What follows belongs to an exercise in optimizing a design on an open flow for small area; a production flow would make more cautious choices. Function was checked by simulation only, so behaviour that the tests miss may differ from the original. No activity file was given, so power comes from the tool's default toggle rates.

==> flow/design.v, too long to show whole: its modules and the start of the top module <==
// module car_rom: 67 lines
// module word_rom: 135 lines
// module skull_rom: 33 lines
// module frog_rom: 71 lines
// module frogger: 1112 lines
module frogger(
	input clk,
	input PS2_CLK,
	input PS2_DATA,
	input rst,
	input [3:0]SW,
	output [4:0]LED,
	output VGA_RED,
	output VGA_GREEN,
	output VGA_BLUE,
	output VGA_HSYNC,
	output VGA_VSYNC,
	output reg LCD_E,
	output reg LCD_RS,
	output reg LCD_RW,
	output reg SF_8,
	output reg SF_9,
	output reg SF_10,
	output reg SF_11
    );
  // ...
==> flow/run.sh <==
#!/bin/bash
# synth_recipe.tcl (not shown) runs the flow's synth.tcl, then flattens the netlist and writes it again
# the make line also repeats each setting of config.mk as NAME=value (left out here)
make -C /OpenROAD-flow-scripts/flow DESIGN_CONFIG=/design/flow/config.mk WORK_HOME=/design/flow/orfs CLKGATE_MAP_FILE= SYNTH_SCRIPT=/design/flow/synth_recipe.tcl finish
==> flow/config.mk <==
export PLATFORM = sky130hd
export DESIGN_NAME = frogger
export DESIGN_NICKNAME = frogger
export VERILOG_FILES = /design/flow/design.v
export SDC_FILE = /design/flow/constraint.sdc
export NUM_CORES = 4
export LEC_CHECK = 0
export CAP_MARGIN = 20
export CORE_MARGIN = 2
export CORE_UTILIZATION = 40
export SLEW_MARGIN = 20
==> flow/constraint.sdc <==
create_clock -name core_clock -period 20.0 [get_ports {clk}]
set_input_delay 4.0000 -clock core_clock [delete_from_list [all_inputs] [get_ports {clk}]]
set_output_delay 4.0000 -clock core_clock [all_outputs]
set_load 0.01 [all_outputs]
==> metrics.md, run 1 <==
| Metric | Value |
|---|---|
| Synth warn | `5` |
| First error | `ERROR: TCL interpreter returned an error: Source files actually used in the design:` |
| Outcome | `did not finish` |
| Halt Stage | `synthesis (1_2_yosys)` |
==> module car_rom, before the edit <==
module car_rom(input [5:0] r, output reg [159:0] v);
always @* begin
  case (r)
    6'd0: v = 160'b0000001111111111111111111111111111111111000111111111111111111111111111111111111111111111111111111111111111111111111111111111111111111111111111111111111111000000;
    6'd1: v = 160'b0000111111111111111111111111111111111110001111111111111111111111111111111111111111111111111111111111111111111111111111111111111111111111111111111111111111110000;
    6'd2: v = 160'b0011111111111111111111111111111111111100011100000011111111100000011111111100000000000111111111111111111111111111111111111111111111111111111111111111111111111100;
    6'd3: v = 160'b0011111111111111111111111111111111111000100000000001111000000111000011110000001111000001111111111111111111111111111111111111111111111111111111111111111111111100;
    6'd4: v = 160'b0111111111111111111111111111111111110000000011111000000001111111111000000001111111111000000000111111111111111111111111111111111111111111111111111111111111111110;
    6'd5: v = 160'b0111111111111111111111111111111111100001111111111111111111111111111111111111111111111111100000000011111111111111111111111111111111111111111111111111111111111110;
    6'd6: v = 160'b1111111111111111111111111111111111000001111111111111111111111111111111111111111111111111111100000000111111111111111111111111111111111111111111111111111111111111;
    6'd7: v = 160'b1111111111111111111111111111111111000011111111111111111111111111111111111111111111111111111111111000000001111111111111111111111111111111111111111111111111111111;
    6'd8: v = 160'b1111111111111111111111111111111110000011111111111111111111111111111111111111111111111111111111111111100000000111111111111111111111111111111111111111111111111111;
    6'd9: v = 160'b1111111111111111111111111111111100000000000000000000000000000000000000000000000000000000000000000000000000000000000000000000000000000000000000000000000000000000;
    6'd10: v = 160'b1111111111111111111111111111111100000000000000000000000000000000000000000000000000000000000000000000000000000000000000000000000000000000000000000000000000000000;
    6'd11: v = 160'b1111111111111111111111111111111000000000000000000000000000000000000000000000000000000000000000000000000000000000000000000000000000000000000000000000000000000000;
    6'd12: v = 160'b1111111111111111111111111111111000000000000000000000000000000000000000000000000000000000000000000000000000000000000000000000000000000000000000000000000000000000;
    6'd13: v = 160'b1111111111111111111111111111110000001111111111111111110000000111111111111111111111111111111111111111111111111111111111111111111111000000000000111111111111111111;
    6'd14: v = 160'b0011111111111111111111111111110000011111111111111111111111000000000011111111111111111111111111111111111111111111111111111111110000000000000111111111111111111111;
    6'd15: v = 160'b0000111111111111111111111111100000011111111111111111111111111110000000000000000000000000000000000000000000000000000000000000000000001111111111111111111111111111;
    6'd16: v = 160'b0000011111111111111111111111100000011111111111111111111111111111111111111111111111111111111111111111111111111111111111111111111111111111111111111111111111111111;
    6'd17: v = 160'b0000001111111111111111111111000000011111111111111111111111111111111111111111111111111111111111111111111111111111111111111111111111111111111111111111111111111111;
    6'd18: v = 160'b0000001111111111111111111111000000011111111111111111111111111111111111111111111111111111111111111111111111111111111111111111111111111111111111111111111111111111;
    6'd19: v = 160'b0000001111111111111111111110000000011111111111111111111111111111111111111111111111111111111111111111111111111111111111111111111111111111111111111111111111111111;
    6'd20: v = 160'b0000001111111111111111111110000000111111111110000000000111111111111111111111100000111111111111111000000001111111111111111111000000011111111111111111111111111111;
    6'd21: v = 160'b0000001111111111111111111110000000111111110000000000000111111111111111111110000000011111111111111000000001111111111111110000000000011111111111111111111111111111;
    6'd22: v = 160'b0000011111111111111111111100000000111111000011111110000111111111111111111100011110001111111111111000000001111111111111000011111000011111111111111111111111111111;
    6'd23: v = 160'b0000111111111111111111111100000000111100000011111111000111111111111111111000111111000111111111111000000001111111111100000111111000011111111111111111111111111111;
    6'd24: v = 160'b0011111111111111111111111100000000111111000011111111000111111111111111110001111111100011111111111000000001111111111100001111111000011111111111111111111111111111;
    6'd25: v = 160'b1111111111111111111111111100000000111111100000000000000111111111111111100000000000000001111111111000000001111111111100001111111000011111111111111111111111111111;
    6'd26: v = 160'b1111111111111111111111111100000000111111100000000001000111111111111111000000000000000000111111111000000001111111111110000111111000011111111111111111111111111111;
    6'd27: v = 160'b1111111111111111111111111100000000111111000011111111000111111111111110001111111111111100011111111000000001111111111110000011111000011111111111111111111111111111;
    6'd28: v = 160'b1111111111111111111111111100000000111100000111111111000111111111111100011111111111111110001111111000000001111111111111100000111000011111111111111111111111111111;
    6'd29: v = 160'b1111111111111111111111111100000000111000000111111111000111111111111000111111111111111111000111111000000001111111111111111100000000011111111111111111111111111111;
    6'd30: v = 160'b1111111111111111111111111100000000111110000000000001000111111111110001111111111111111111100011111000000001111111111111111111100000011111111111111111111111111111;
    6'd31: v = 160'b1111111111111111111111111100000000111111111111111111111111111111111111111111111111111111111111111000000001111111111111111111111111111111111111111111111111111111;
    6'd32: v = 160'b1111111111111111111111111100000000111111111111111111111111111111111111111111111111111111111111111000000001111111111111111111111111111111111111111111111111111111;
    6'd33: v = 160'b1111111111111111111111111100000000111111111111111111111111111111111111111111111111111111111111111000000001111111111111111111111111111111111111111111111111111111;
    6'd34: v = 160'b1111111111111111111111111100000000111111111111111111111111111111111111111111111111111111111111111000000001111111111111111111111111111111111111111111111111111111;
    6'd35: v = 160'b0011111111111111111111111100000000111111111111111111000000000000000000000000000000000000000000000000000001111111111111111111111111111111111111111111111111111111;
    6'd36: v = 160'b0000111111111111111111111100000000111111111111111111000000000000000000000000000000000000000000000000000001111111111111111111111111111111111111111111111111111111;
    6'd37: v = 160'b0000011111111111111111111100000000111111111111111111111111111111111111111111111111111111111111111111111111111111111111111111111111111111111111111111111111111111;
    6'd38: v = 160'b0000001111111111111111111110000000111111111111111111111111111111111111111111111111111111111111111111111111111111111111111111111111111111111111111111111111111111;
    6'd39: v = 160'b0000001111111111111111111110000000111111111111111111111111111111111111111111111111111111111111111111111111111111111111111111111111111111111111111111111111111111;
    6'd40: v = 160'b0000001111111111111111111110000000011111111111111111111111111111111111111111111111111111111111111111111111111111111111111111111111111111111111111111111111111111;
    6'd41: v = 160'b0000001111111111111111111111000000011111111111111111111111111111111111111111111111111111111111111111111111111111111111111111111111111111111111111111111111111111;
    6'd42: v = 160'b0000001111111111111111111111000000011111111111111111111111111111111111111111111111111111111111111111111111111111111111111111111111111111111111111111111111111111;
    6'd43: v = 160'b0000011111111111111111111111100000011111111111111111111111111111111111111111111111111111111111111111111111111111111111111111111111111111111111111111111111111111;
    6'd44: v = 160'b0000111111111111111111111111100000011111111111111111111111111110000000000000000000000000000000000000000000000000000000000000000000001111111111111111111111111111;
    6'd45: v = 160'b0011111111111111111111111111110000011111111111111111111111000000000011111111111111111111111111111111111111111111111111111111110000000000000111111111111111111111;
    6'd46: v = 160'b1111111111111111111111111111110000001111111111111111110000000111111111111111111111111111111111111111111111111111111111111111111111000000000000111111111111111111;
    6'd47: v = 160'b1111111111111111111111111111111000000000000000000000000000000000000000000000000000000000000000000000000000000000000000000000000000000000000000000000000000000000;
    6'd48: v = 160'b1111111111111111111111111111111000000000000000000000000000000000000000000000000000000000000000000000000000000000000000000000000000000000000000000000000000000000;
    6'd49: v = 160'b1111111111111111111111111111111100000000000000000000000000000000000000000000000000000000000000000000000000000000000000000000000000000000000000000000000000000000;
    6'd50: v = 160'b1111111111111111111111111111111100000000000000000000000000000000000000000000000000000000000000000000000000000000000000000000000000000000000000000000000000000000;
    6'd51: v = 160'b1111111111111111111111111111111110000011111111111111111111111111111111111111111111111111111111111111100000000111111111111111111111111111111111111111111111111111;
    6'd52: v = 160'b1111111111111111111111111111111111000011111111111111111111111111111111111111111111111111111111111000000001111111111111111111111111111111111111111111111111111111;
    6'd53: v = 160'b1111111111111111111111111111111111000001111111111111111111111111111111111111111111111111111100000000111111111111111111111111111111111111111111111111111111111111;
    6'd54: v = 160'b0111111111111111111111111111111111100001111111111111111111111111111111111111111111111111100000000011111111111111111111111111111111111111111111111111111111111110;
    6'd55: v = 160'b0111111111111111111111111111111111110000000011111000000001111111111000000001111111111000000000111111111111111111111111111111111111111111111111111111111111111110;
    6'd56: v = 160'b0011111111111111111111111111111111111000100000000001111000000111000011110000001111000001111111111111111111111111111111111111111111111111111111111111111111111100;
    6'd57: v = 160'b0011111111111111111111111111111111111100011100000011111111100000011111111100000000000111111111111111111111111111111111111111111111111111111111111111111111111100;
    6'd58: v = 160'b0000111111111111111111111111111111111110001111111111111111111111111111111111111111111111111111111111111111111111111111111111111111111111111111111111111111110000;
    6'd59: v = 160'b0000001111111111111111111111111111111111000111111111111111111111111111111111111111111111111111111111111111111111111111111111111111111111111111111111111111000000;
    default: v = 160'b0000000000000000000000000000000000000000000000000000000000000000000000000000000000000000000000000000000000000000000000000000000000000000000000000000000000000000;
  endcase
end
endmodule
==> module word_rom, before the edit <==
module word_rom(input [6:0] r, output reg [7:0] v);
always @* begin
  case (r)
    7'd0: v = 8'b00000000;
    7'd1: v = 8'b00111100;
    7'd2: v = 8'b01100110;
    7'd3: v = 8'b01000011;
    7'd4: v = 8'b00000011;
    7'd5: v = 8'b00000011;
    7'd6: v = 8'b01111011;
    7'd7: v = 8'b01100011;
    7'd8: v = 8'b01100011;
    7'd9: v = 8'b01100110;
    7'd10: v = 8'b01011100;
    7'd11: v = 8'b00000000;
    7'd12: v = 8'b00000000;
    7'd13: v = 8'b00000000;
    7'd14: v = 8'b00000000;
    7'd15: v = 8'b00000000;
    7'd16: v = 8'b00000000;
    7'd17: v = 8'b00001000;
    7'd18: v = 8'b00011100;
    7'd19: v = 8'b00110110;
    7'd20: v = 8'b01100011;
    7'd21: v = 8'b01100011;
    7'd22: v = 8'b01111111;
    7'd23: v = 8'b01100011;
    7'd24: v = 8'b01100011;
    7'd25: v = 8'b01100011;
    7'd26: v = 8'b01100011;
    7'd27: v = 8'b00000000;
    7'd28: v = 8'b00000000;
    7'd29: v = 8'b00000000;
    7'd30: v = 8'b00000000;
    7'd31: v = 8'b00000000;
    7'd32: v = 8'b00000000;
    7'd33: v = 8'b11000011;
    7'd34: v = 8'b11100111;
    7'd35: v = 8'b11111111;
    7'd36: v = 8'b11111111;
    7'd37: v = 8'b11011011;
    7'd38: v = 8'b11000011;
    7'd39: v = 8'b11000011;
    7'd40: v = 8'b11000011;
    7'd41: v = 8'b11000011;
    7'd42: v = 8'b11000011;
    7'd43: v = 8'b00000000;
    7'd44: v = 8'b00000000;
    7'd45: v = 8'b00000000;
    7'd46: v = 8'b00000000;
    7'd47: v = 8'b00000000;
    7'd48: v = 8'b00000000;
    7'd49: v = 8'b01111111;
    7'd50: v = 8'b01100110;
    7'd51: v = 8'b01000110;
    7'd52: v = 8'b00010110;
    7'd53: v = 8'b00011110;
    7'd54: v = 8'b00010110;
    7'd55: v = 8'b00000110;
    7'd56: v = 8'b01000110;
    7'd57: v = 8'b01100110;
    7'd58: v = 8'b01111111;
    7'd59: v = 8'b00000000;
    7'd60: v = 8'b00000000;
    7'd61: v = 8'b00000000;
    7'd62: v = 8'b00000000;
    7'd63: v = 8'b00000000;
    7'd64: v = 8'b00000000;
    7'd65: v = 8'b00111110;
    7'd66: v = 8'b01100011;
    7'd67: v = 8'b01100011;
    7'd68: v = 8'b01100011;
    7'd69: v = 8'b01100011;
    7'd70: v = 8'b01100011;
    7'd71: v = 8'b01100011;
    7'd72: v = 8'b01100011;
    7'd73: v = 8'b01100011;
    7'd74: v = 8'b00111110;
    7'd75: v = 8'b00000000;
    7'd76: v = 8'b00000000;
    7'd77: v = 8'b00000000;
    7'd78: v = 8'b00000000;
    7'd79: v = 8'b00000000;
    7'd80: v = 8'b00000000;
    7'd81: v = 8'b11000011;
    7'd82: v = 8'b11000011;
    7'd83: v = 8'b11000011;
    7'd84: v = 8'b11000011;
    7'd85: v = 8'b11000011;
    7'd86: v = 8'b11000011;
    7'd87: v = 8'b11000011;
    7'd88: v = 8'b01100110;
    7'd89: v = 8'b00111100;
    7'd90: v = 8'b00011000;
    7'd91: v = 8'b00000000;
    7'd92: v = 8'b00000000;
    7'd93: v = 8'b00000000;
    7'd94: v = 8'b00000000;
    7'd95: v = 8'b00000000;
    7'd96: v = 8'b00000000;
    7'd97: v = 8'b01111111;
    7'd98: v = 8'b01100110;
    7'd99: v = 8'b01000110;
    7'd100: v = 8'b00010110;
    7'd101: v = 8'b00011110;
    7'd102: v = 8'b00010110;
    7'd103: v = 8'b00000110;
    7'd104: v = 8'b01000110;
    7'd105: v = 8'b01100110;
    7'd106: v = 8'b01111111;
    7'd107: v = 8'b00000000;
    7'd108: v = 8'b00000000;
    7'd109: v = 8'b00000000;
    7'd110: v = 8'b00000000;
    7'd111: v = 8'b00000000;
    7'd112: v = 8'b00000000;
    7'd113: v = 8'b00111111;
    7'd114: v = 8'b01100110;
    7'd115: v = 8'b01100110;
    7'd116: v = 8'b01100110;
    7'd117: v = 8'b00111110;
    7'd118: v = 8'b00110110;
    7'd119: v = 8'b00110110;
    7'd120: v = 8'b00110110;
    7'd121: v = 8'b01100110;
    7'd122: v = 8'b01100111;
    7'd123: v = 8'b00000000;
    7'd124: v = 8'b00000000;
    7'd125: v = 8'b00000000;
    7'd126: v = 8'b00000000;
    7'd127: v = 8'b00000000;
    default: v = 8'b00000000;
  endcase
end
endmodule
==> module skull_rom, before the edit <==
module skull_rom(input [4:0] r, output reg [41:0] v);
always @* begin
  case (r)
    5'd0: v = 42'b000000000000000000011111110000000000000000;
    5'd1: v = 42'b000000000000001111111111111110000000000000;
    5'd2: v = 42'b000000000001111111111111111111110000000000;
    5'd3: v = 42'b000000000011111111111111111111111000000000;
    5'd4: v = 42'b000000000111111111111111111111111100000000;
    5'd5: v = 42'b000000001111111111111111111111111110000000;
    5'd6: v = 42'b000000001111111111111111111111111110000000;
    5'd7: v = 42'b000000001111111110001111100011111110000000;
    5'd8: v = 42'b000000001111100000001110000001111110000000;
    5'd9: v = 42'b000000000111100000001110000000111100000000;
    5'd10: v = 42'b000000000111100000011111000000111100000000;
    5'd11: v = 42'b000000000011111111110001111111111000000000;
    5'd12: v = 42'b000000000001111111110001111111110000000000;
    5'd13: v = 42'b000000000000011111111111111111000000000000;
    5'd14: v = 42'b000000000000001111111111111110000000000000;
    5'd15: v = 42'b000011100000001111010101011110000000011100;
    5'd16: v = 42'b000111110000000111111111111100000000111110;
    5'd17: v = 42'b000111111110000011111111111000000111111100;
    5'd18: v = 42'b011111111111111000011111000011111111111111;
    5'd19: v = 42'b011111111111111111100011111111111111111111;
    5'd20: v = 42'b000000000011111101111111111111110000001110;
    5'd21: v = 42'b000000000001111111111111110111100000000000;
    5'd22: v = 42'b001111111111111111111011111111111111111100;
    5'd23: v = 42'b011111111111111000000000001111111111111100;
    5'd24: v = 42'b001111111100000000000000000000001111111000;
    5'd25: v = 42'b000111110000000000000000000000000111100000;
    default: v = 42'b000000000000000000000000000000000000000000;
  endcase
end
endmodule
==> run 2: changes to the inputs <==
--- a/flow/design.v
+++ b/flow/design.v
@@ -1,313 +1,249 @@
-module car_rom(input [5:0] r, output reg [159:0] v);
-always @* begin
-  case (r)
-    6'd0: v = 160'b0000001111111111111111111111111111111111000111111111111111111111111111111111111111111111111111111111111111111111111111111111111111111111111111111111111111000000;
-    6'd1: v = 160'b0000111111111111111111111111111111111110001111111111111111111111111111111111111111111111111111111111111111111111111111111111111111111111111111111111111111110000;
-    6'd2: v = 160'b0011111111111111111111111111111111111100011100000011111111100000011111111100000000000111111111111111111111111111111111111111111111111111111111111111111111111100;
-    6'd3: v = 160'b0011111111111111111111111111111111111000100000000001111000000111000011110000001111000001111111111111111111111111111111111111111111111111111111111111111111111100;
-    6'd4: v = 160'b0111111111111111111111111111111111110000000011111000000001111111111000000001111111111000000000111111111111111111111111111111111111111111111111111111111111111110;
-    6'd5: v = 160'b0111111111111111111111111111111111100001111111111111111111111111111111111111111111111111100000000011111111111111111111111111111111111111111111111111111111111110;
-    6'd6: v = 160'b1111111111111111111111111111111111000001111111111111111111111111111111111111111111111111111100000000111111111111111111111111111111111111111111111111111111111111;
-    6'd7: v = 160'b1111111111111111111111111111111111000011111111111111111111111111111111111111111111111111111111111000000001111111111111111111111111111111111111111111111111111111;
-    6'd8: v = 160'b1111111111111111111111111111111110000011111111111111111111111111111111111111111111111111111111111111100000000111111111111111111111111111111111111111111111111111;
-    6'd9: v = 160'b1111111111111111111111111111111100000000000000000000000000000000000000000000000000000000000000000000000000000000000000000000000000000000000000000000000000000000;
-    6'd10: v = 160'b1111111111111111111111111111111100000000000000000000000000000000000000000000000000000000000000000000000000000000000000000000000000000000000000000000000000000000;
-    6'd11: v = 160'b1111111111111111111111111111111000000000000000000000000000000000000000000000000000000000000000000000000000000000000000000000000000000000000000000000000000000000;
-    6'd12: v = 160'b1111111111111111111111111111111000000000000000000000000000000000000000000000000000000000000000000000000000000000000000000000000000000000000000000000000000000000;
-    6'd13: v = 160'b1111111111111111111111111111110000001111111111111111110000000111111111111111111111111111111111111111111111111111111111111111111111000000000000111111111111111111;
-    6'd14: v = 160'b0011111111111111111111111111110000011111111111111111111111000000000011111111111111111111111111111111111111111111111111111111110000000000000111111111111111111111;
-    6'd15: v = 160'b0000111111111111111111111111100000011111111111111111111111111110000000000000000000000000000000000000000000000000000000000000000000001111111111111111111111111111;
-    6'd16: v = 160'b0000011111111111111111111111100000011111111111111111111111111111111111111111111111111111111111111111111111111111111111111111111111111111111111111111111111111111;
-    6'd17: v = 160'b0000001111111111111111111111000000011111111111111111111111111111111111111111111111111111111111111111111111111111111111111111111111111111111111111111111111111111;
-    6'd18: v = 160'b0000001111111111111111111111000000011111111111111111111111111111111111111111111111111111111111111111111111111111111111111111111111111111111111111111111111111111;
-    6'd19: v = 160'b0000001111111111111111111110000000011111111111111111111111111111111111111111111111111111111111111111111111111111111111111111111111111111111111111111111111111111;
-    6'd20: v = 160'b0000001111111111111111111110000000111111111110000000000111111111111111111111100000111111111111111000000001111111111111111111000000011111111111111111111111111111;
-    6'd21: v = 160'b0000001111111111111111111110000000111111110000000000000111111111111111111110000000011111111111111000000001111111111111110000000000011111111111111111111111111111;
-    6'd22: v = 160'b0000011111111111111111111100000000111111000011111110000111111111111111111100011110001111111111111000000001111111111111000011111000011111111111111111111111111111;
-    6'd23: v = 160'b0000111111111111111111111100000000111100000011111111000111111111111111111000111111000111111111111000000001111111111100000111111000011111111111111111111111111111;
-    6'd24: v = 160'b0011111111111111111111111100000000111111000011111111000111111111111111110001111111100011111111111000000001111111111100001111111000011111111111111111111111111111;
-    6'd25: v = 160'b1111111111111111111111111100000000111111100000000000000111111111111111100000000000000001111111111000000001111111111100001111111000011111111111111111111111111111;
-    6'd26: v = 160'b1111111111111111111111111100000000111111100000000001000111111111111111000000000000000000111111111000000001111111111110000111111000011111111111111111111111111111;
-    6'd27: v = 160'b1111111111111111111111111100000000111111000011111111000111111111111110001111111111111100011111111000000001111111111110000011111000011111111111111111111111111111;
-    6'd28: v = 160'b1111111111111111111111111100000000111100000111111111000111111111111100011111111111111110001111111000000001111111111111100000111000011111111111111111111111111111;
-    6'd29: v = 160'b1111111111111111111111111100000000111000000111111111000111111111111000111111111111111111000111111000000001111111111111111100000000011111111111111111111111111111;
-    6'd30: v = 160'b1111111111111111111111111100000000111110000000000001000111111111110001111111111111111111100011111000000001111111111111111111100000011111111111111111111111111111;
-    6'd31: v = 160'b1111111111111111111111111100000000111111111111111111111111111111111111111111111111111111111111111000000001111111111111111111111111111111111111111111111111111111;
-    6'd32: v = 160'b1111111111111111111111111100000000111111111111111111111111111111111111111111111111111111111111111000000001111111111111111111111111111111111111111111111111111111;
-    6'd33: v = 160'b1111111111111111111111111100000000111111111111111111111111111111111111111111111111111111111111111000000001111111111111111111111111111111111111111111111111111111;
-    6'd34: v = 160'b1111111111111111111111111100000000111111111111111111111111111111111111111111111111111111111111111000000001111111111111111111111111111111111111111111111111111111;
-    6'd35: v = 160'b0011111111111111111111111100000000111111111111111111000000000000000000000000000000000000000000000000000001111111111111111111111111111111111111111111111111111111;
-    6'd36: v = 160'b0000111111111111111111111100000000111111111111111111000000000000000000000000000000000000000000000000000001111111111111111111111111111111111111111111111111111111;
-    6'd37: v = 160'b0000011111111111111111111100000000111111111111111111111111111111111111111111111111111111111111111111111111111111111111111111111111111111111111111111111111111111;
-    6'd38: v = 160'b0000001111111111111111111110000000111111111111111111111111111111111111111111111111111111111111111111111111111111111111111111111111111111111111111111111111111111;
-    6'd39: v = 160'b0000001111111111111111111110000000111111111111111111111111111111111111111111111111111111111111111111111111111111111111111111111111111111111111111111111111111111;
-    6'd40: v = 160'b0000001111111111111111111110000000011111111111111111111111111111111111111111111111111111111111111111111111111111111111111111111111111111111111111111111111111111;
-    6'd41: v = 160'b0000001111111111111111111111000000011111111111111111111111111111111111111111111111111111111111111111111111111111111111111111111111111111111111111111111111111111;
-    6'd42: v = 160'b0000001111111111111111111111000000011111111111111111111111111111111111111111111111111111111111111111111111111111111111111111111111111111111111111111111111111111;
-    6'd43: v = 160'b0000011111111111111111111111100000011111111111111111111111111111111111111111111111111111111111111111111111111111111111111111111111111111111111111111111111111111;
-    6'd44: v = 160'b0000111111111111111111111111100000011111111111111111111111111110000000000000000000000000000000000000000000000000000000000000000000001111111111111111111111111111;
-    6'd45: v = 160'b0011111111111111111111111111110000011111111111111111111111000000000011111111111111111111111111111111111111111111111111111111110000000000000111111111111111111111;
-    6'd46: v = 160'b1111111111111111111111111111110000001111111111111111110000000111111111111111111111111111111111111111111111111111111111111111111111000000000000111111111111111111;
-    6'd47: v = 160'b1111111111111111111111111111111000000000000000000000000000000000000000000000000000000000000000000000000000000000000000000000000000000000000000000000000000000000;
-    6'd48: v = 160'b1111111111111111111111111111111000000000000000000000000000000000000000000000000000000000000000000000000000000000000000000000000000000000000000000000000000000000;
-    6'd49: v = 160'b1111111111111111111111111111111100000000000000000000000000000000000000000000000000000000000000000000000000000000000000000000000000000000000000000000000000000000;
-    6'd50: v = 160'b1111111111111111111111111111111100000000000000000000000000000000000000000000000000000000000000000000000000000000000000000000000000000000000000000000000000000000;
-    6'd51: v = 160'b1111111111111111111111111111111110000011111111111111111111111111111111111111111111111111111111111111100000000111111111111111111111111111111111111111111111111111;
-    6'd52: v = 160'b1111111111111111111111111111111111000011111111111111111111111111111111111111111111111111111111111000000001111111111111111111111111111111111111111111111111111111;
-    6'd53: v = 160'b1111111111111111111111111111111111000001111111111111111111111111111111111111111111111111111100000000111111111111111111111111111111111111111111111111111111111111;
-    6'd54: v = 160'b0111111111111111111111111111111111100001111111111111111111111111111111111111111111111111100000000011111111111111111111111111111111111111111111111111111111111110;
-    6'd55: v = 160'b0111111111111111111111111111111111110000000011111000000001111111111000000001111111111000000000111111111111111111111111111111111111111111111111111111111111111110;
-    6'd56: v = 160'b0011111111111111111111111111111111111000100000000001111000000111000011110000001111000001111111111111111111111111111111111111111111111111111111111111111111111100;
-    6'd57: v = 160'b0011111111111111111111111111111111111100011100000011111111100000011111111100000000000111111111111111111111111111111111111111111111111111111111111111111111111100;
-    6'd58: v = 160'b0000111111111111111111111111111111111110001111111111111111111111111111111111111111111111111111111111111111111111111111111111111111111111111111111111111111110000;
-    6'd59: v = 160'b0000001111111111111111111111111111111111000111111111111111111111111111111111111111111111111111111111111111111111111111111111111111111111111111111111111111000000;
-    default: v = 160'b0000000000000000000000000000000000000000000000000000000000000000000000000000000000000000000000000000000000000000000000000000000000000000000000000000000000000000;
-  endcase
-end
+module car_rom(input [5:0] r, output [159:0] v);
+assign v =
+  ({160{r == 6'd0}} & 160'b0000001111111111111111111111111111111111000111111111111111111111111111111111111111111111111111111111111111111111111111111111111111111111111111111111111111000000) |
+  ({160{r == 6'd1}} & 160'b0000111111111111111111111111111111111110001111111111111111111111111111111111111111111111111111111111111111111111111111111111111111111111111111111111111111110000) |
+  ({160{r == 6'd2}} & 160'b0011111111111111111111111111111111111100011100000011111111100000011111111100000000000111111111111111111111111111111111111111111111111111111111111111111111111100) |
+  ({160{r == 6'd3}} & 160'b0011111111111111111111111111111111111000100000000001111000000111000011110000001111000001111111111111111111111111111111111111111111111111111111111111111111111100) |
+  ({160{r == 6'd4}} & 160'b0111111111111111111111111111111111110000000011111000000001111111111000000001111111111000000000111111111111111111111111111111111111111111111111111111111111111110) |
+  ({160{r == 6'd5}} & 160'b0111111111111111111111111111111111100001111111111111111111111111111111111111111111111111100000000011111111111111111111111111111111111111111111111111111111111110) |
+  ({160{r == 6'd6}} & 160'b1111111111111111111111111111111111000001111111111111111111111111111111111111111111111111111100000000111111111111111111111111111111111111111111111111111111111111) |
+  ({160{r == 6'd7}} & 160'b1111111111111111111111111111111111000011111111111111111111111111111111111111111111111111111111111000000001111111111111111111111111111111111111111111111111111111) |
+  ({160{r == 6'd8}} & 160'b1111111111111111111111111111111110000011111111111111111111111111111111111111111111111111111111111111100000000111111111111111111111111111111111111111111111111111) |
+  ({160{r == 6'd9}} & 160'b1111111111111111111111111111111100000000000000000000000000000000000000000000000000000000000000000000000000000000000000000000000000000000000000000000000000000000) |
+  ({160{r == 6'd10}} & 160'b1111111111111111111111111111111100000000000000000000000000000000000000000000000000000000000000000000000000000000000000000000000000000000000000000000000000000000) |
+  ({160{r == 6'd11}} & 160'b1111111111111111111111111111111000000000000000000000000000000000000000000000000000000000000000000000000000000000000000000000000000000000000000000000000000000000) |
+  ({160{r == 6'd12}} & 160'b1111111111111111111111111111111000000000000000000000000000000000000000000000000000000000000000000000000000000000000000000000000000000000000000000000000000000000) |
+  ({160{r == 6'd13}} & 160'b1111111111111111111111111111110000001111111111111111110000000111111111111111111111111111111111111111111111111111111111111111111111000000000000111111111111111111) |
+  ({160{r == 6'd14}} & 160'b0011111111111111111111111111110000011111111111111111111111000000000011111111111111111111111111111111111111111111111111111111110000000000000111111111111111111111) |
+  ({160{r == 6'd15}} & 160'b0000111111111111111111111111100000011111111111111111111111111110000000000000000000000000000000000000000000000000000000000000000000001111111111111111111111111111) |
+  ({160{r == 6'd16}} & 160'b0000011111111111111111111111100000011111111111111111111111111111111111111111111111111111111111111111111111111111111111111111111111111111111111111111111111111111) |
+  ({160{r == 6'd17}} & 160'b0000001111111111111111111111000000011111111111111111111111111111111111111111111111111111111111111111111111111111111111111111111111111111111111111111111111111111) |
+  ({160{r == 6'd18}} & 160'b0000001111111111111111111111000000011111111111111111111111111111111111111111111111111111111111111111111111111111111111111111111111111111111111111111111111111111) |
+  ({160{r == 6'd19}} & 160'b0000001111111111111111111110000000011111111111111111111111111111111111111111111111111111111111111111111111111111111111111111111111111111111111111111111111111111) |
+  ({160{r == 6'd20}} & 160'b0000001111111111111111111110000000111111111110000000000111111111111111111111100000111111111111111000000001111111111111111111000000011111111111111111111111111111) |
+  ({160{r == 6'd21}} & 160'b0000001111111111111111111110000000111111110000000000000111111111111111111110000000011111111111111000000001111111111111110000000000011111111111111111111111111111) |
+  ({160{r == 6'd22}} & 160'b0000011111111111111111111100000000111111000011111110000111111111111111111100011110001111111111111000000001111111111111000011111000011111111111111111111111111111) |
+  ({160{r == 6'd23}} & 160'b0000111111111111111111111100000000111100000011111111000111111111111111111000111111000111111111111000000001111111111100000111111000011111111111111111111111111111) |
+  ({160{r == 6'd24}} & 160'b0011111111111111111111111100000000111111000011111111000111111111111111110001111111100011111111111000000001111111111100001111111000011111111111111111111111111111) |
+  ({160{r == 6'd25}} & 160'b1111111111111111111111111100000000111111100000000000000111111111111111100000000000000001111111111000000001111111111100001111111000011111111111111111111111111111) |
+  ({160{r == 6'd26}} & 160'b1111111111111111111111111100000000111111100000000001000111111111111111000000000000000000111111111000000001111111111110000111111000011111111111111111111111111111) |
+  ({160{r == 6'd27}} & 160'b1111111111111111111111111100000000111111000011111111000111111111111110001111111111111100011111111000000001111111111110000011111000011111111111111111111111111111) |
+  ({160{r == 6'd28}} & 160'b1111111111111111111111111100000000111100000111111111000111111111111100011111111111111110001111111000000001111111111111100000111000011111111111111111111111111111) |
+  ({160{r == 6'd29}} & 160'b1111111111111111111111111100000000111000000111111111000111111111111000111111111111111111000111111000000001111111111111111100000000011111111111111111111111111111) |
+  ({160{r == 6'd30}} & 160'b1111111111111111111111111100000000111110000000000001000111111111110001111111111111111111100011111000000001111111111111111111100000011111111111111111111111111111) |
+  ({160{r == 6'd31}} & 160'b1111111111111111111111111100000000111111111111111111111111111111111111111111111111111111111111111000000001111111111111111111111111111111111111111111111111111111) |
+  ({160{r == 6'd32}} & 160'b1111111111111111111111111100000000111111111111111111111111111111111111111111111111111111111111111000000001111111111111111111111111111111111111111111111111111111) |
+  ({160{r == 6'd33}} & 160'b1111111111111111111111111100000000111111111111111111111111111111111111111111111111111111111111111000000001111111111111111111111111111111111111111111111111111111) |
+  ({160{r == 6'd34}} & 160'b1111111111111111111111111100000000111111111111111111111111111111111111111111111111111111111111111000000001111111111111111111111111111111111111111111111111111111) |
+  ({160{r == 6'd35}} & 160'b0011111111111111111111111100000000111111111111111111000000000000000000000000000000000000000000000000000001111111111111111111111111111111111111111111111111111111) |
+  ({160{r == 6'd36}} & 160'b0000111111111111111111111100000000111111111111111111000000000000000000000000000000000000000000000000000001111111111111111111111111111111111111111111111111111111) |
+  ({160{r == 6'd37}} & 160'b0000011111111111111111111100000000111111111111111111111111111111111111111111111111111111111111111111111111111111111111111111111111111111111111111111111111111111) |
+  ({160{r == 6'd38}} & 160'b0000001111111111111111111110000000111111111111111111111111111111111111111111111111111111111111111111111111111111111111111111111111111111111111111111111111111111) |
+  ({160{r == 6'd39}} & 160'b0000001111111111111111111110000000111111111111111111111111111111111111111111111111111111111111111111111111111111111111111111111111111111111111111111111111111111) |
+  ({160{r == 6'd40}} & 160'b0000001111111111111111111110000000011111111111111111111111111111111111111111111111111111111111111111111111111111111111111111111111111111111111111111111111111111) |
+  ({160{r == 6'd41}} & 160'b0000001111111111111111111111000000011111111111111111111111111111111111111111111111111111111111111111111111111111111111111111111111111111111111111111111111111111) |
+  ({160{r == 6'd42}} & 160'b0000001111111111111111111111000000011111111111111111111111111111111111111111111111111111111111111111111111111111111111111111111111111111111111111111111111111111) |
+  ({160{r == 6'd43}} & 160'b0000011111111111111111111111100000011111111111111111111111111111111111111111111111111111111111111111111111111111111111111111111111111111111111111111111111111111) |
+  ({160{r == 6'd44}} & 160'b0000111111111111111111111111100000011111111111111111111111111110000000000000000000000000000000000000000000000000000000000000000000001111111111111111111111111111) |
+  ({160{r == 6'd45}} & 160'b0011111111111111111111111111110000011111111111111111111111000000000011111111111111111111111111111111111111111111111111111111110000000000000111111111111111111111) |
+  ({160{r == 6'd46}} & 160'b1111111111111111111111111111110000001111111111111111110000000111111111111111111111111111111111111111111111111111111111111111111111000000000000111111111111111111) |
+  ({160{r == 6'd47}} & 160'b1111111111111111111111111111111000000000000000000000000000000000000000000000000000000000000000000000000000000000000000000000000000000000000000000000000000000000) |
+  ({160{r == 6'd48}} & 160'b1111111111111111111111111111111000000000000000000000000000000000000000000000000000000000000000000000000000000000000000000000000000000000000000000000000000000000) |
+  ({160{r == 6'd49}} & 160'b1111111111111111111111111111111100000000000000000000000000000000000000000000000000000000000000000000000000000000000000000000000000000000000000000000000000000000) |
+  ({160{r == 6'd50}} & 160'b1111111111111111111111111111111100000000000000000000000000000000000000000000000000000000000000000000000000000000000000000000000000000000000000000000000000000000) |
+  ({160{r == 6'd51}} & 160'b1111111111111111111111111111111110000011111111111111111111111111111111111111111111111111111111111111100000000111111111111111111111111111111111111111111111111111) |
+  ({160{r == 6'd52}} & 160'b1111111111111111111111111111111111000011111111111111111111111111111111111111111111111111111111111000000001111111111111111111111111111111111111111111111111111111) |
+  ({160{r == 6'd53}} & 160'b1111111111111111111111111111111111000001111111111111111111111111111111111111111111111111111100000000111111111111111111111111111111111111111111111111111111111111) |
+  ({160{r == 6'd54}} & 160'b0111111111111111111111111111111111100001111111111111111111111111111111111111111111111111100000000011111111111111111111111111111111111111111111111111111111111110) |
+  ({160{r == 6'd55}} & 160'b0111111111111111111111111111111111110000000011111000000001111111111000000001111111111000000000111111111111111111111111111111111111111111111111111111111111111110) |
+  ({160{r == 6'd56}} & 160'b0011111111111111111111111111111111111000100000000001111000000111000011110000001111000001111111111111111111111111111111111111111111111111111111111111111111111100) |
+  ({160{r == 6'd57}} & 160'b0011111111111111111111111111111111111100011100000011111111100000011111111100000000000111111111111111111111111111111111111111111111111111111111111111111111111100) |
+  ({160{r == 6'd58}} & 160'b0000111111111111111111111111111111111110001111111111111111111111111111111111111111111111111111111111111111111111111111111111111111111111111111111111111111110000) |
+  ({160{r == 6'd59}} & 160'b0000001111111111111111111111111111111111000111111111111111111111111111111111111111111111111111111111111111111111111111111111111111111111111111111111111111000000);
 endmodule
-module word_rom(input [6:0] r, output reg [7:0] v);
-always @* begin
-  case (r)
-    7'd0: v = 8'b00000000;
-    7'd1: v = 8'b00111100;
-    7'd2: v = 8'b01100110;
-    7'd3: v = 8'b01000011;
-    7'd4: v = 8'b00000011;
-    7'd5: v = 8'b00000011;
-    7'd6: v = 8'b01111011;
-    7'd7: v = 8'b01100011;
-    7'd8: v = 8'b01100011;
-    7'd9: v = 8'b01100110;
-    7'd10: v = 8'b01011100;
-    7'd11: v = 8'b00000000;
-    7'd12: v = 8'b00000000;
-    7'd13: v = 8'b00000000;
-    7'd14: v = 8'b00000000;
-    7'd15: v = 8'b00000000;
-    7'd16: v = 8'b00000000;
-    7'd17: v = 8'b00001000;
-    7'd18: v = 8'b00011100;
-    7'd19: v = 8'b00110110;
-    7'd20: v = 8'b01100011;
-    7'd21: v = 8'b01100011;
-    7'd22: v = 8'b01111111;
-    7'd23: v = 8'b01100011;
-    7'd24: v = 8'b01100011;
-    7'd25: v = 8'b01100011;
-    7'd26: v = 8'b01100011;
-    7'd27: v = 8'b00000000;
-    7'd28: v = 8'b00000000;
-    7'd29: v = 8'b00000000;
-    7'd30: v = 8'b00000000;
-    7'd31: v = 8'b00000000;
-    7'd32: v = 8'b00000000;
-    7'd33: v = 8'b11000011;
-    7'd34: v = 8'b11100111;
-    7'd35: v = 8'b11111111;
-    7'd36: v = 8'b11111111;
-    7'd37: v = 8'b11011011;
-    7'd38: v = 8'b11000011;
-    7'd39: v = 8'b11000011;
-    7'd40: v = 8'b11000011;
-    7'd41: v = 8'b11000011;
-    7'd42: v = 8'b11000011;
-    7'd43: v = 8'b00000000;
-    7'd44: v = 8'b00000000;
-    7'd45: v = 8'b00000000;
-    7'd46: v = 8'b00000000;
-    7'd47: v = 8'b00000000;
-    7'd48: v = 8'b00000000;
-    7'd49: v = 8'b01111111;
-    7'd50: v = 8'b01100110;
-    7'd51: v = 8'b01000110;
-    7'd52: v = 8'b00010110;
-    7'd53: v = 8'b00011110;
-    7'd54: v = 8'b00010110;
-    7'd55: v = 8'b00000110;
-    7'd56: v = 8'b01000110;
-    7'd57: v = 8'b01100110;
-    7'd58: v = 8'b01111111;
-    7'd59: v = 8'b00000000;
-    7'd60: v = 8'b00000000;
-    7'd61: v = 8'b00000000;
-    7'd62: v = 8'b00000000;
-    7'd63: v = 8'b00000000;
-    7'd64: v = 8'b00000000;
-    7'd65: v = 8'b00111110;
-    7'd66: v = 8'b01100011;
-    7'd67: v = 8'b01100011;
-    7'd68: v = 8'b01100011;
-    7'd69: v = 8'b01100011;
-    7'd70: v = 8'b01100011;
-    7'd71: v = 8'b01100011;
-    7'd72: v = 8'b01100011;
-    7'd73: v = 8'b01100011;
-    7'd74: v = 8'b00111110;
-    7'd75: v = 8'b00000000;
-    7'd76: v = 8'b00000000;
-    7'd77: v = 8'b00000000;
-    7'd78: v = 8'b00000000;
-    7'd79: v = 8'b00000000;
-    7'd80: v = 8'b00000000;
-    7'd81: v = 8'b11000011;
-    7'd82: v = 8'b11000011;
-    7'd83: v = 8'b11000011;
-    7'd84: v = 8'b11000011;
-    7'd85: v = 8'b11000011;
-    7'd86: v = 8'b11000011;
-    7'd87: v = 8'b11000011;
-    7'd88: v = 8'b01100110;
-    7'd89: v = 8'b00111100;
-    7'd90: v = 8'b00011000;
-    7'd91: v = 8'b00000000;
-    7'd92: v = 8'b00000000;
-    7'd93: v = 8'b00000000;
-    7'd94: v = 8'b00000000;
-    7'd95: v = 8'b00000000;
-    7'd96: v = 8'b00000000;
-    7'd97: v = 8'b01111111;
-    7'd98: v = 8'b01100110;
-    7'd99: v = 8'b01000110;
-    7'd100: v = 8'b00010110;
-    7'd101: v = 8'b00011110;
-    7'd102: v = 8'b00010110;
-    7'd103: v = 8'b00000110;
-    7'd104: v = 8'b01000110;
-    7'd105: v = 8'b01100110;
-    7'd106: v = 8'b01111111;
-    7'd107: v = 8'b00000000;
-    7'd108: v = 8'b00000000;
-    7'd109: v = 8'b00000000;
-    7'd110: v = 8'b00000000;
-    7'd111: v = 8'b00000000;
-    7'd112: v = 8'b00000000;
-    7'd113: v = 8'b00111111;
-    7'd114: v = 8'b01100110;
-    7'd115: v = 8'b01100110;
-    7'd116: v = 8'b01100110;
-    7'd117: v = 8'b00111110;
-    7'd118: v = 8'b00110110;
-    7'd119: v = 8'b00110110;
-    7'd120: v = 8'b00110110;
-    7'd121: v = 8'b01100110;
-    7'd122: v = 8'b01100111;
-    7'd123: v = 8'b00000000;
-    7'd124: v = 8'b00000000;
-    7'd125: v = 8'b00000000;
-    7'd126: v = 8'b00000000;
-    7'd127: v = 8'b00000000;
-    default: v = 8'b00000000;
-  endcase
-end
+module word_rom(input [6:0] r, output [7:0] v);
+assign v =
+  ({8{r == 7'd1}} & 8'b00111100) |
+  ({8{r == 7'd2}} & 8'b01100110) |
+  ({8{r == 7'd3}} & 8'b01000011) |
+  ({8{r == 7'd4}} & 8'b00000011) |
+  ({8{r == 7'd5}} & 8'b00000011) |
+  ({8{r == 7'd6}} & 8'b01111011) |
+  ({8{r == 7'd7}} & 8'b01100011) |
+  ({8{r == 7'd8}} & 8'b01100011) |
+  ({8{r == 7'd9}} & 8'b01100110) |
+  ({8{r == 7'd10}} & 8'b01011100) |
+  ({8{r == 7'd17}} & 8'b00001000) |
+  ({8{r == 7'd18}} & 8'b00011100) |
+  ({8{r == 7'd19}} & 8'b00110110) |
+  ({8{r == 7'd20}} & 8'b01100011) |
+  ({8{r == 7'd21}} & 8'b01100011) |
+  ({8{r == 7'd22}} & 8'b01111111) |
+  ({8{r == 7'd23}} & 8'b01100011) |
+  ({8{r == 7'd24}} & 8'b01100011) |
+  ({8{r == 7'd25}} & 8'b01100011) |
+  ({8{r == 7'd26}} & 8'b01100011) |
+  ({8{r == 7'd33}} & 8'b11000011) |
+  ({8{r == 7'd34}} & 8'b11100111) |
+  ({8{r == 7'd35}} & 8'b11111111) |
+  ({8{r == 7'd36}} & 8'b11111111) |
+  ({8{r == 7'd37}} & 8'b11011011) |
+  ({8{r == 7'd38}} & 8'b11000011) |
+  ({8{r == 7'd39}} & 8'b11000011) |
+  ({8{r == 7'd40}} & 8'b11000011) |
+  ({8{r == 7'd41}} & 8'b11000011) |
+  ({8{r == 7'd42}} & 8'b11000011) |
+  ({8{r == 7'd49}} & 8'b01111111) |
+  ({8{r == 7'd50}} & 8'b01100110) |
+  ({8{r == 7'd51}} & 8'b01000110) |
+  ({8{r == 7'd52}} & 8'b00010110) |
+  ({8{r == 7'd53}} & 8'b00011110) |
+  ({8{r == 7'd54}} & 8'b00010110) |
+  ({8{r == 7'd55}} & 8'b00000110) |
+  ({8{r == 7'd56}} & 8'b01000110) |
+  ({8{r == 7'd57}} & 8'b01100110) |
+  ({8{r == 7'd58}} & 8'b01111111) |
+  ({8{r == 7'd65}} & 8'b00111110) |
+  ({8{r == 7'd66}} & 8'b01100011) |
+  ({8{r == 7'd67}} & 8'b01100011) |
+  ({8{r == 7'd68}} & 8'b01100011) |
+  ({8{r == 7'd69}} & 8'b01100011) |
+  ({8{r == 7'd70}} & 8'b01100011) |
+  ({8{r == 7'd71}} & 8'b01100011) |
+  ({8{r == 7'd72}} & 8'b01100011) |
+  ({8{r == 7'd73}} & 8'b01100011) |
+  ({8{r == 7'd74}} & 8'b00111110) |
+  ({8{r == 7'd81}} & 8'b11000011) |
+  ({8{r == 7'd82}} & 8'b11000011) |
+  ({8{r == 7'd83}} & 8'b11000011) |
+  ({8{r == 7'd84}} & 8'b11000011) |
+  ({8{r == 7'd85}} & 8'b11000011) |
+  ({8{r == 7'd86}} & 8'b11000011) |
+  ({8{r == 7'd87}} & 8'b11000011) |
+  ({8{r == 7'd88}} & 8'b01100110) |
+  ({8{r == 7'd89}} & 8'b00111100) |
+  ({8{r == 7'd90}} & 8'b00011000) |
+  ({8{r == 7'd97}} & 8'b01111111) |
+  ({8{r == 7'd98}} & 8'b01100110) |
+  ({8{r == 7'd99}} & 8'b01000110) |
+  ({8{r == 7'd100}} & 8'b00010110) |
+  ({8{r == 7'd101}} & 8'b00011110) |
+  ({8{r == 7'd102}} & 8'b00010110) |
+  ({8{r == 7'd103}} & 8'b00000110) |
+  ({8{r == 7'd104}} & 8'b01000110) |
+  ({8{r == 7'd105}} & 8'b01100110) |
+  ({8{r == 7'd106}} & 8'b01111111) |
+  ({8{r == 7'd113}} & 8'b00111111) |
+  ({8{r == 7'd114}} & 8'b01100110) |
+  ({8{r == 7'd115}} & 8'b01100110) |
+  ({8{r == 7'd116}} & 8'b01100110) |
+  ({8{r == 7'd117}} & 8'b00111110) |
+  ({8{r == 7'd118}} & 8'b00110110) |
+  ({8{r == 7'd119}} & 8'b00110110) |
+  ({8{r == 7'd120}} & 8'b00110110) |
+  ({8{r == 7'd121}} & 8'b01100110) |
+  ({8{r == 7'd122}} & 8'b01100111);
 endmodule
-module skull_rom(input [4:0] r, output reg [41:0] v);
-always @* begin
-  case (r)
-    5'd0: v = 42'b000000000000000000011111110000000000000000;
-    5'd1: v = 42'b000000000000001111111111111110000000000000;
-    5'd2: v = 42'b000000000001111111111111111111110000000000;
-    5'd3: v = 42'b000000000011111111111111111111111000000000;
-    5'd4: v = 42'b000000000111111111111111111111111100000000;
-    5'd5: v = 42'b000000001111111111111111111111111110000000;
-    5'd6: v = 42'b000000001111111111111111111111111110000000;
-    5'd7: v = 42'b000000001111111110001111100011111110000000;
-    5'd8: v = 42'b000000001111100000001110000001111110000000;
-    5'd9: v = 42'b000000000111100000001110000000111100000000;
-    5'd10: v = 42'b000000000111100000011111000000111100000000;
-    5'd11: v = 42'b000000000011111111110001111111111000000000;
-    5'd12: v = 42'b000000000001111111110001111111110000000000;
-    5'd13: v = 42'b000000000000011111111111111111000000000000;
-    5'd14: v = 42'b000000000000001111111111111110000000000000;
-    5'd15: v = 42'b000011100000001111010101011110000000011100;
-    5'd16: v = 42'b000111110000000111111111111100000000111110;
-    5'd17: v = 42'b000111111110000011111111111000000111111100;
-    5'd18: v = 42'b011111111111111000011111000011111111111111;
-    5'd19: v = 42'b011111111111111111100011111111111111111111;
-    5'd20: v = 42'b000000000011111101111111111111110000001110;
-    5'd21: v = 42'b000000000001111111111111110111100000000000;
-    5'd22: v = 42'b001111111111111111111011111111111111111100;
-    5'd23: v = 42'b011111111111111000000000001111111111111100;
-    5'd24: v = 42'b001111111100000000000000000000001111111000;
-    5'd25: v = 42'b000111110000000000000000000000000111100000;
-    default: v = 42'b000000000000000000000000000000000000000000;
-  endcase
-end
+module skull_rom(input [4:0] r, output [41:0] v);
+assign v =
+  ({42{r == 5'd0}} & 42'b000000000000000000011111110000000000000000) |
+  ({42{r == 5'd1}} & 42'b000000000000001111111111111110000000000000) |
+  ({42{r == 5'd2}} & 42'b000000000001111111111111111111110000000000) |
+  ({42{r == 5'd3}} & 42'b000000000011111111111111111111111000000000) |
+  ({42{r == 5'd4}} & 42'b000000000111111111111111111111111100000000) |
+  ({42{r == 5'd5}} & 42'b000000001111111111111111111111111110000000) |
+  ({42{r == 5'd6}} & 42'b000000001111111111111111111111111110000000) |
+  ({42{r == 5'd7}} & 42'b000000001111111110001111100011111110000000) |
+  ({42{r == 5'd8}} & 42'b000000001111100000001110000001111110000000) |
+  ({42{r == 5'd9}} & 42'b000000000111100000001110000000111100000000) |
+  ({42{r == 5'd10}} & 42'b000000000111100000011111000000111100000000) |
+  ({42{r == 5'd11}} & 42'b000000000011111111110001111111111000000000) |
+  ({42{r == 5'd12}} & 42'b000000000001111111110001111111110000000000) |
+  ({42{r == 5'd13}} & 42'b000000000000011111111111111111000000000000) |
+  ({42{r == 5'd14}} & 42'b000000000000001111111111111110000000000000) |
+  ({42{r == 5'd15}} & 42'b000011100000001111010101011110000000011100) |
+  ({42{r == 5'd16}} & 42'b000111110000000111111111111100000000111110) |
+  ({42{r == 5'd17}} & 42'b000111111110000011111111111000000111111100) |
+  ({42{r == 5'd18}} & 42'b011111111111111000011111000011111111111111) |
+  ({42{r == 5'd19}} & 42'b011111111111111111100011111111111111111111) |
+  ({42{r == 5'd20}} & 42'b000000000011111101111111111111110000001110) |
+  ({42{r == 5'd21}} & 42'b000000000001111111111111110111100000000000) |
+  ({42{r == 5'd22}} & 42'b001111111111111111111011111111111111111100) |
+  ({42{r == 5'd23}} & 42'b011111111111111000000000001111111111111100) |
+  ({42{r == 5'd24}} & 42'b001111111100000000000000000000001111111000) |
+  ({42{r == 5'd25}} & 42'b000111110000000000000000000000000111100000);
 endmodule
-module frog_rom(input [5:0] r, output reg [63:0] v);
-always @* begin
-  case (r)
-    6'd0: v = 64'b0000000000000000000000000000011111110000000000000000000000000000;
-    6'd1: v = 64'b0000000000000000000000011111111111111111110000000000000000000000;
-    6'd2: v = 64'b0000000000000000000111111111111111111111111110000000000000000000;
-    6'd3: v = 64'b0000000000000000011111111111111111111111111111100000000000000000;
-    6'd4: v = 64'b0000000000000001111111111111111111111111111111111100000000000000;
-    6'd5: v = 64'b0000000000000011111111111111111111111111111111111110000000000000;
-    6'd6: v = 64'b0000000000000111111111111111111111111111111111111111000000000000;
-    6'd7: v = 64'b0000000000001111111000000000011111111111111111111111110000000000;
-    6'd8: v = 64'b0000000000011111000000000001100111111111111111111111111100000000;
-    6'd9: v = 64'b0000000000111101000000000000000101111111111111111111111110000000;
-    6'd10: v = 64'b0000000001111000000000000000000001111111111111111111111111000000;
-    6'd11: v = 64'b0000000011111000000000000000000001111111111111111111111111000000;
-    6'd12: v = 64'b0000000111110000000000000000000001111111111111111111111110000000;
-    6'd13: v = 64'b0000001111110000000000000000000001111111111111111111111111000000;
-    6'd14: v = 64'b0000001111110000000000000000000000111111111111111111111111000000;
-    6'd15: v = 64'b0000001111110000000000000000000000101111111111111111111111100000;
-    6'd16: v = 64'b0000001111110000000000000000000000101111111111111111111111100000;
-    6'd17: v = 64'b0000001111110000000000000000000010001111111111111111111111100000;
-    6'd18: v = 64'b0000001111110000000000000000000000001111111111111111111111000000;
-    6'd19: v = 64'b0000001111110000000000000000000000001011111111111111111111100000;
-    6'd20: v = 64'b0000011111110000000000000000000000001001111111111111111111110000;
-    6'd21: v = 64'b0000011111100000000000000000000000001111111111111111111111110000;
-    6'd22: v = 64'b0000011111110000000000000011111110111111111111111111111111110000;
-    6'd23: v = 64'b0000011111101111111000000111111111111111111111111111111111110000;
-    6'd24: v = 64'b0000011111111111111000001111111111111111111111111111111111110000;
-    6'd25: v = 64'b0000011111111111111100001111111111111111111111111111111111110000;
-    6'd26: v = 64'b0000111111111101111110001110000011111111111111111111111111110000;
-    6'd27: v = 64'b0000011111111000111110011110000011111101111111111111111111110000;
-    6'd28: v = 64'b0000111111011000111100001111001111111000011111111111111111111100;
-    6'd29: v = 64'b0000111111000000000000001110000000000000111111111111111111111000;
-    6'd30: v = 64'b0000111111000000000000011100000000000001111111111111111111111000;
-    6'd31: v = 64'b0000111111100000000000001001000000000001111111111111111111111000;
-    6'd32: v = 64'b0000011101100000000000000110000000000000111111111111111111111000;
-    6'd33: v = 64'b0000111111100000000000001001000000000001111111111111111111111000;
-    6'd34: v = 64'b0000011101100000000000000110000000000000111111111111111111111000;
-    6'd35: v = 64'b0001010111110000000000001111000000000001111111111111111111110110;
-    6'd36: v = 64'b0001111111110000000100011111000000000011111111111111111011111100;
-    6'd37: v = 64'b0001111111110000000111111111000000000111111101111011110111111010;
-    6'd38: v = 64'b0001111111111000000011111111000000001111011011101111111111101110;
-    6'd39: v = 64'b0000111111111100000111111111000000001111011011101111111111101110;
-    6'd40: v = 64'b0000111111111110000111111111000000001111011011101111111111101110;
-    6'd41: v = 64'b0001101111111110000000111111100000011111101111111110111111111110;
-    6'd42: v = 64'b0001111101111110100010111111100000011111111111110111111111111010;
-    6'd43: v = 64'b0000111110111110001111111111100000011111111111111110111110101110;
-    6'd44: v = 64'b0001111111111111000011111111100000111111011111111111111111111110;
-    6'd45: v = 64'b0000111111111111100001111111000010011111011111111111111111111110;
-    6'd46: v = 64'b0000111110111110100001110010000000110111111111011111111111111110;
-    6'd47: v = 64'b0001111111101110101000000000000001101111111111111111111111011110;
-    6'd48: v = 64'b0001111111101110100000000000010011101111111111111111111111011110;
-    6'd49: v = 64'b0010111111111111110000000000010011101111011111101111111011111110;
-    6'd50: v = 64'b0001111110111111111100000000000110111111111111111111111111011110;
-    6'd51: v = 64'b0010110101111111111111000000011011111111111111111111111110111110;
-    6'd52: v = 64'b0000101111111111111111100001111111111101111111111111111111111110;
-    6'd53: v = 64'b0001111011111111111111111111111111111111101110111111111111111110;
-    6'd54: v = 64'b0001111110111111111111111111111011011111111111111111110111111110;
-    6'd55: v = 64'b0001111111111111111111111101111111111111111111111110111111111010;
-    6'd56: v = 64'b0001111111111111111111111000011111110111111111011111111111110110;
-    6'd57: v = 64'b0001111010111111111111111000000111111111111111011111110111111110;
-    6'd58: v = 64'b0001111111101110111111111100000000010000001101111111111101111110;
-    6'd59: v = 64'b0001111111111111111111111101000000000000001011111111111111111110;
-    6'd60: v = 64'b0001111111111111111111111101000000000000000011111111111111111110;
-    6'd61: v = 64'b0001111111111111111111111101000000000000000011111111111111111110;
-    6'd62: v = 64'b0001111111111111111111111101111111111110011001111111111111111110;
-    6'd63: v = 64'b0001111111111111111111111111111111111111111111111111111111111110;
-    default: v = 64'b0000000000000000000000000000000000000000000000000000000000000000;
-  endcase
-end
+module frog_rom(input [5:0] r, output [63:0] v);
+assign v =
+  ({64{r == 6'd0}} & 64'b0000000000000000000000000000011111110000000000000000000000000000) |
+  ({64{r == 6'd1}} & 64'b0000000000000000000000011111111111111111110000000000000000000000) |
+  ({64{r == 6'd2}} & 64'b0000000000000000000111111111111111111111111110000000000000000000) |
+  ({64{r == 6'd3}} & 64'b0000000000000000011111111111111111111111111111100000000000000000) |
+  ({64{r == 6'd4}} & 64'b0000000000000001111111111111111111111111111111111100000000000000) |
+  ({64{r == 6'd5}} & 64'b0000000000000011111111111111111111111111111111111110000000000000) |
+  ({64{r == 6'd6}} & 64'b0000000000000111111111111111111111111111111111111111000000000000) |
+  ({64{r == 6'd7}} & 64'b0000000000001111111000000000011111111111111111111111110000000000) |
+  ({64{r == 6'd8}} & 64'b0000000000011111000000000001100111111111111111111111111100000000) |
+  ({64{r == 6'd9}} & 64'b0000000000111101000000000000000101111111111111111111111110000000) |
+  ({64{r == 6'd10}} & 64'b0000000001111000000000000000000001111111111111111111111111000000) |
+  ({64{r == 6'd11}} & 64'b0000000011111000000000000000000001111111111111111111111111000000) |
+  ({64{r == 6'd12}} & 64'b0000000111110000000000000000000001111111111111111111111110000000) |
+  ({64{r == 6'd13}} & 64'b0000001111110000000000000000000001111111111111111111111111000000) |
+  ({64{r == 6'd14}} & 64'b0000001111110000000000000000000000111111111111111111111111000000) |
+  ({64{r == 6'd15}} & 64'b0000001111110000000000000000000000101111111111111111111111100000) |
+  ({64{r == 6'd16}} & 64'b0000001111110000000000000000000000101111111111111111111111100000) |
+  ({64{r == 6'd17}} & 64'b0000001111110000000000000000000010001111111111111111111111100000) |
+  ({64{r == 6'd18}} & 64'b0000001111110000000000000000000000001111111111111111111111000000) |
+  ({64{r == 6'd19}} & 64'b0000001111110000000000000000000000001011111111111111111111100000) |
+  ({64{r == 6'd20}} & 64'b0000011111110000000000000000000000001001111111111111111111110000) |
+  ({64{r == 6'd21}} & 64'b0000011111100000000000000000000000001111111111111111111111110000) |
+  ({64{r == 6'd22}} & 64'b0000011111110000000000000011111110111111111111111111111111110000) |
+  ({64{r == 6'd23}} & 64'b0000011111101111111000000111111111111111111111111111111111110000) |
+  ({64{r == 6'd24}} & 64'b0000011111111111111000001111111111111111111111111111111111110000) |
+  ({64{r == 6'd25}} & 64'b0000011111111111111100001111111111111111111111111111111111110000) |
+  ({64{r == 6'd26}} & 64'b0000111111111101111110001110000011111111111111111111111111110000) |
+  ({64{r == 6'd27}} & 64'b0000011111111000111110011110000011111101111111111111111111110000) |
+  ({64{r == 6'd28}} & 64'b0000111111011000111100001111001111111000011111111111111111111100) |
+  ({64{r == 6'd29}} & 64'b0000111111000000000000001110000000000000111111111111111111111000) |
+  ({64{r == 6'd30}} & 64'b0000111111000000000000011100000000000001111111111111111111111000) |
+  ({64{r == 6'd31}} & 64'b0000111111100000000000001001000000000001111111111111111111111000) |
+  ({64{r == 6'd32}} & 64'b0000011101100000000000000110000000000000111111111111111111111000) |
+  ({64{r == 6'd33}} & 64'b0000111111100000000000001001000000000001111111111111111111111000) |
+  ({64{r == 6'd34}} & 64'b0000011101100000000000000110000000000000111111111111111111111000) |
+  ({64{r == 6'd35}} & 64'b0001010111110000000000001111000000000001111111111111111111110110) |
+  ({64{r == 6'd36}} & 64'b0001111111110000000100011111000000000011111111111111111011111100) |
+  ({64{r == 6'd37}} & 64'b0001111111110000000111111111000000000111111101111011110111111010) |
+  ({64{r == 6'd38}} & 64'b0001111111111000000011111111000000001111011011101111111111101110) |
+  ({64{r == 6'd39}} & 64'b0000111111111100000111111111000000001111011011101111111111101110) |
+  ({64{r == 6'd40}} & 64'b0000111111111110000111111111000000001111011011101111111111101110) |
+  ({64{r == 6'd41}} & 64'b0001101111111110000000111111100000011111101111111110111111111110) |
+  ({64{r == 6'd42}} & 64'b0001111101111110100010111111100000011111111111110111111111111010) |
+  ({64{r == 6'd43}} & 64'b0000111110111110001111111111100000011111111111111110111110101110) |
+  ({64{r == 6'd44}} & 64'b0001111111111111000011111111100000111111011111111111111111111110) |
+  ({64{r == 6'd45}} & 64'b0000111111111111100001111111000010011111011111111111111111111110) |
+  ({64{r == 6'd46}} & 64'b0000111110111110100001110010000000110111111111011111111111111110) |
+  ({64{r == 6'd47}} & 64'b0001111111101110101000000000000001101111111111111111111111011110) |
+  ({64{r == 6'd48}} & 64'b0001111111101110100000000000010011101111111111111111111111011110) |
+  ({64{r == 6'd49}} & 64'b0010111111111111110000000000010011101111011111101111111011111110) |
+  ({64{r == 6'd50}} & 64'b0001111110111111111100000000000110111111111111111111111111011110) |
+  ({64{r == 6'd51}} & 64'b0010110101111111111111000000011011111111111111111111111110111110) |
+  ({64{r == 6'd52}} & 64'b0000101111111111111111100001111111111101111111111111111111111110) |
+  ({64{r == 6'd53}} & 64'b0001111011111111111111111111111111111111101110111111111111111110) |
+  ({64{r == 6'd54}} & 64'b0001111110111111111111111111111011011111111111111111110111111110) |
+  ({64{r == 6'd55}} & 64'b0001111111111111111111111101111111111111111111111110111111111010) |
+  ({64{r == 6'd56}} & 64'b0001111111111111111111111000011111110111111111011111111111110110) |
+  ({64{r == 6'd57}} & 64'b0001111010111111111111111000000111111111111111011111110111111110) |
+  ({64{r == 6'd58}} & 64'b0001111111101110111111111100000000010000001101111111111101111110) |
+  ({64{r == 6'd59}} & 64'b0001111111111111111111111101000000000000001011111111111111111110) |
+  ({64{r == 6'd60}} & 64'b0001111111111111111111111101000000000000000011111111111111111110) |
+  ({64{r == 6'd61}} & 64'b0001111111111111111111111101000000000000000011111111111111111110) |
+  ({64{r == 6'd62}} & 64'b0001111111111111111111111101111111111110011001111111111111111110) |
+  ({64{r == 6'd63}} & 64'b0001111111111111111111111111111111111111111111111111111111111110);
 endmodule
 `timescale 1ns / 1ps
 module frogger(
 	input clk,
 	input PS2_CLK,
 	input PS2_DATA,
 	input rst,
 	input [3:0]SW,
==> flow/config.mk (replaced) <==
export PLATFORM = sky130hd
export DESIGN_NAME = frogger
export DESIGN_NICKNAME = frogger
export VERILOG_FILES = /design/flow/design.v
export SDC_FILE = /design/flow/constraint.sdc
export NUM_CORES = 4
export LEC_CHECK = 0
export ABC_AREA = 1
export CAP_MARGIN = 20
export CORE_MARGIN = 2
export CORE_UTILIZATION = 40
export SLEW_MARGIN = 20
==> run 2 against run 1 <==
Against the previous run: the run now finishes clean.
==> metrics.md, run 2 <==
| Metric | Value |
|---|---|
| Outcome | `no timing/DRC/antenna violations` |
| Commonest cells after routing, fill and taps aside | `nand2_1, nor2_1, inv_1` |
| Die height | `339.8 um` |
| CTS sink count | `328` |
| Die width | `339.8 um` |
| Most used cell, CP | `nand2_1` |
| HP Class | `register to register` |
| CTS Root Cell | `clkbuf_16` |
| Via density | `5.784` |
| Clock Latency Late Sink | `610 ps` |
| Crit path capture type | `register` |
| Area contributors post-synth | `dfxtp_1, ha_1, nand2_1, nor2_1, inv_1` |
| Top-area cell type share of the netlist area | `14.25%` |
| Post-Route Setup TNS | `0 ps` |
| Final hold vios | `0` |
| Slew Limit Headroom | `19.00%` |
| Tmin final | `9098 ps` |
| First-pass GRT wire length | `298.9 mm` |
| 1st-pass router iterations | `6` |
| VDD IR max | `0.07268 mV` |
| Yosys cell types | `91` |
| CP max stage cell | `a21oi_1` |
| All-Layer GR Usage | `33.00%` |
| Post-synth EDFFs | `7` |
| CP max FO | `12` |
| Initial antenna violation count | `1` |
| Pin count of the biggest net entering global routing | `58` |
| IO Count | `25` |
| H-Tree Depth | `2` |
| CTS Buffer Depth | `3` |
| Final WL | `198.8 mm` |
| CP Buf/Inv Count | `9` |
| Met2 Routed Length | `88.62 mm` |
| Port Buf Inserts | `22` |
| CP max stage delay | `760 ps` |
| Synth warn | `1 (-4)` |
| Critical path launch point | `row[2]` |
| FP Rows | `123` |
| Most numerous cell in the Yosys netlist | `nand2_1` |
| Full die area | `0.1155 mm2` |
| Final GP Congestion | `1.071` |
| Setup crit start kind | `register` |
| DRT met1 WL | `83.87 mm` |
| Largest area contributor in the synthesized netlist | `dfxtp_1` |
| Largest register FFs | `21` |
| Crit path kind | `register to register` |
| CTS tree | `done` |
| Delay-heaviest family, CP | `simple AND/OR/NAND/NOR gates` |
| Clock transition at the registers of the reported paths | `70 ps` |
| FF-to-FF Start | `row[2]` |
| Num CTS Buffers | `40` |
| Asr flop ratio synth | `0%` |
| Syn_area_per_cell | `5.990 um2` |
| Worst slew pin tran | `1210 ps` |
| Slew Limit Fails | `0` |
| Peak Freq | `109.9 MHz` |
| Final #Nets | `7998` |
| Fin cells | `9048` |
| Most common cell after layout, fill and taps aside | `nand2_1` |
| Sequential fraction of the synthesis area | `14.71%` |
| RSZ-0062 raised after global routing | `no` |
| Vias | `52340` |
| Syn Std Cell Area | `0.04510 mm2` |
| CTS Hold Bufs | `0` |
| Routed wire per std cell | `21.97 um` |
| Setup Viol. Count Final | `0` |
| Residual DRC | `0` |
| Pleak | `0.02440 uW` |
| Post-DP Area | `0.04700 mm2` |
| P&R area growth vs syn | `7.362%` |
| Post-layout util | `43.16%` |
run 2: final cells by class:
type                    count  area, um2
repair buffers             86      698.2
flip-flops and latches    328       6636
clock buffers              56       1162
clock inverters            18      255.2
inverters                1122       4215
multi-input cells        5936      33570
well taps                1500       1877
fillers                 12160      63770
diodes                      2      5.005
run 2: layer usage:
layer | vias up | GRT usage, %
met5 | - | 0
met4 | 0 | 17.46
met3 | 566 | 4.088
met1 | 24170 | 42.48
met2 | 2350 | 53.75
li1 | 25250 | -
run 2: stage by stage:
step | total power (uW) | worst slack [ps] | hold slack (ps)
floorplan | 2100 | 13250 | 329.0
global placement | 2537 | 11090 | 340.7
detailed placement | 2557 | 10880 | 340.0
CTS | 3357 | 10880 | 352.4
global route | 3652 | 10060 | 354.9
finish | 3367 | 10900 | 350.9
run 2: cell families (layout without fill, tap and decap cells):
kind of cell               count (synthesis)  after routing  share of synthesized area, %
DFF                                      328            328                         14.71
AOI/OAI and AO/OA                       1354           1354                         17.77
adders and majority gates                476            476                         13.60
muxes                                      3              3                       0.06935
xor gates and xnor gates                 251            251                         4.966
and+or+nand+nor                         3847           3847                         37.89
buffers and inverters                   1269           1282                         10.98
other                                      2              7                       0.01665
run 2: power breakdown:
group          leakage [uW]  internal, uW  switching, uW
registers           0.00269           691           44.4
clock network      0.000687           463            325
logic                0.0210           636           1210
run 2: worst register-to-register path, delay by kind of cell (launching register included):
| kind | cells | cell delay, ps |
|---|---|---|
| flops | 1 | 720 |
| xor+xnor | 2 | 450 |
| simple gates | 20 | 3050 |
| fa+ha+maj | 3 | 900 |
| buf+inv | 9 | 1600 |
| compound gates | 10 | 2370 |
run 2: final timing paths:
kind              endpoint  slack, ps  depth (start not counted)
hold reg to reg   led_d[3]        350                          0
setup / recovery  color[0]      10900                         44
hold / removal    led_d[3]        350                          0
setup reg to reg  color[0]      10900                         44

[afterwards: timing with drivers on the ports]
Ports are ideal in the flow. The routed layout listed here was re-timed in OpenROAD. Step 1 (the two cells are an assumption about what drives the block):
set clk [get_ports {clk}]
set_driving_cell -lib_cell sky130_fd_sc_hd__clkbuf_16 $clk
set_driving_cell -lib_cell sky130_fd_sc_hd__buf_2 [delete_from_list [all_inputs] $clk]
Step 2 also shifts input and output timing later by t, the mid clock arrival at the registers, as if the neighbouring blocks saw the same clock. a / b / c = ideal / step 1 / step 2; a / b = the first two.
run: run 2
shift t [ns]: 0.655
setup WS [ns]: 10.902 / 10.902 / 10.902
hold WS [ns]: 0.351 / 0.351 / 0.351
worst slew at a driven data input, ns: 0.04
After both steps setup and hold are still met in run 2. The setup slack of run 2 moves by 0.000 ns with the drivers and by 0.000 ns with both steps.
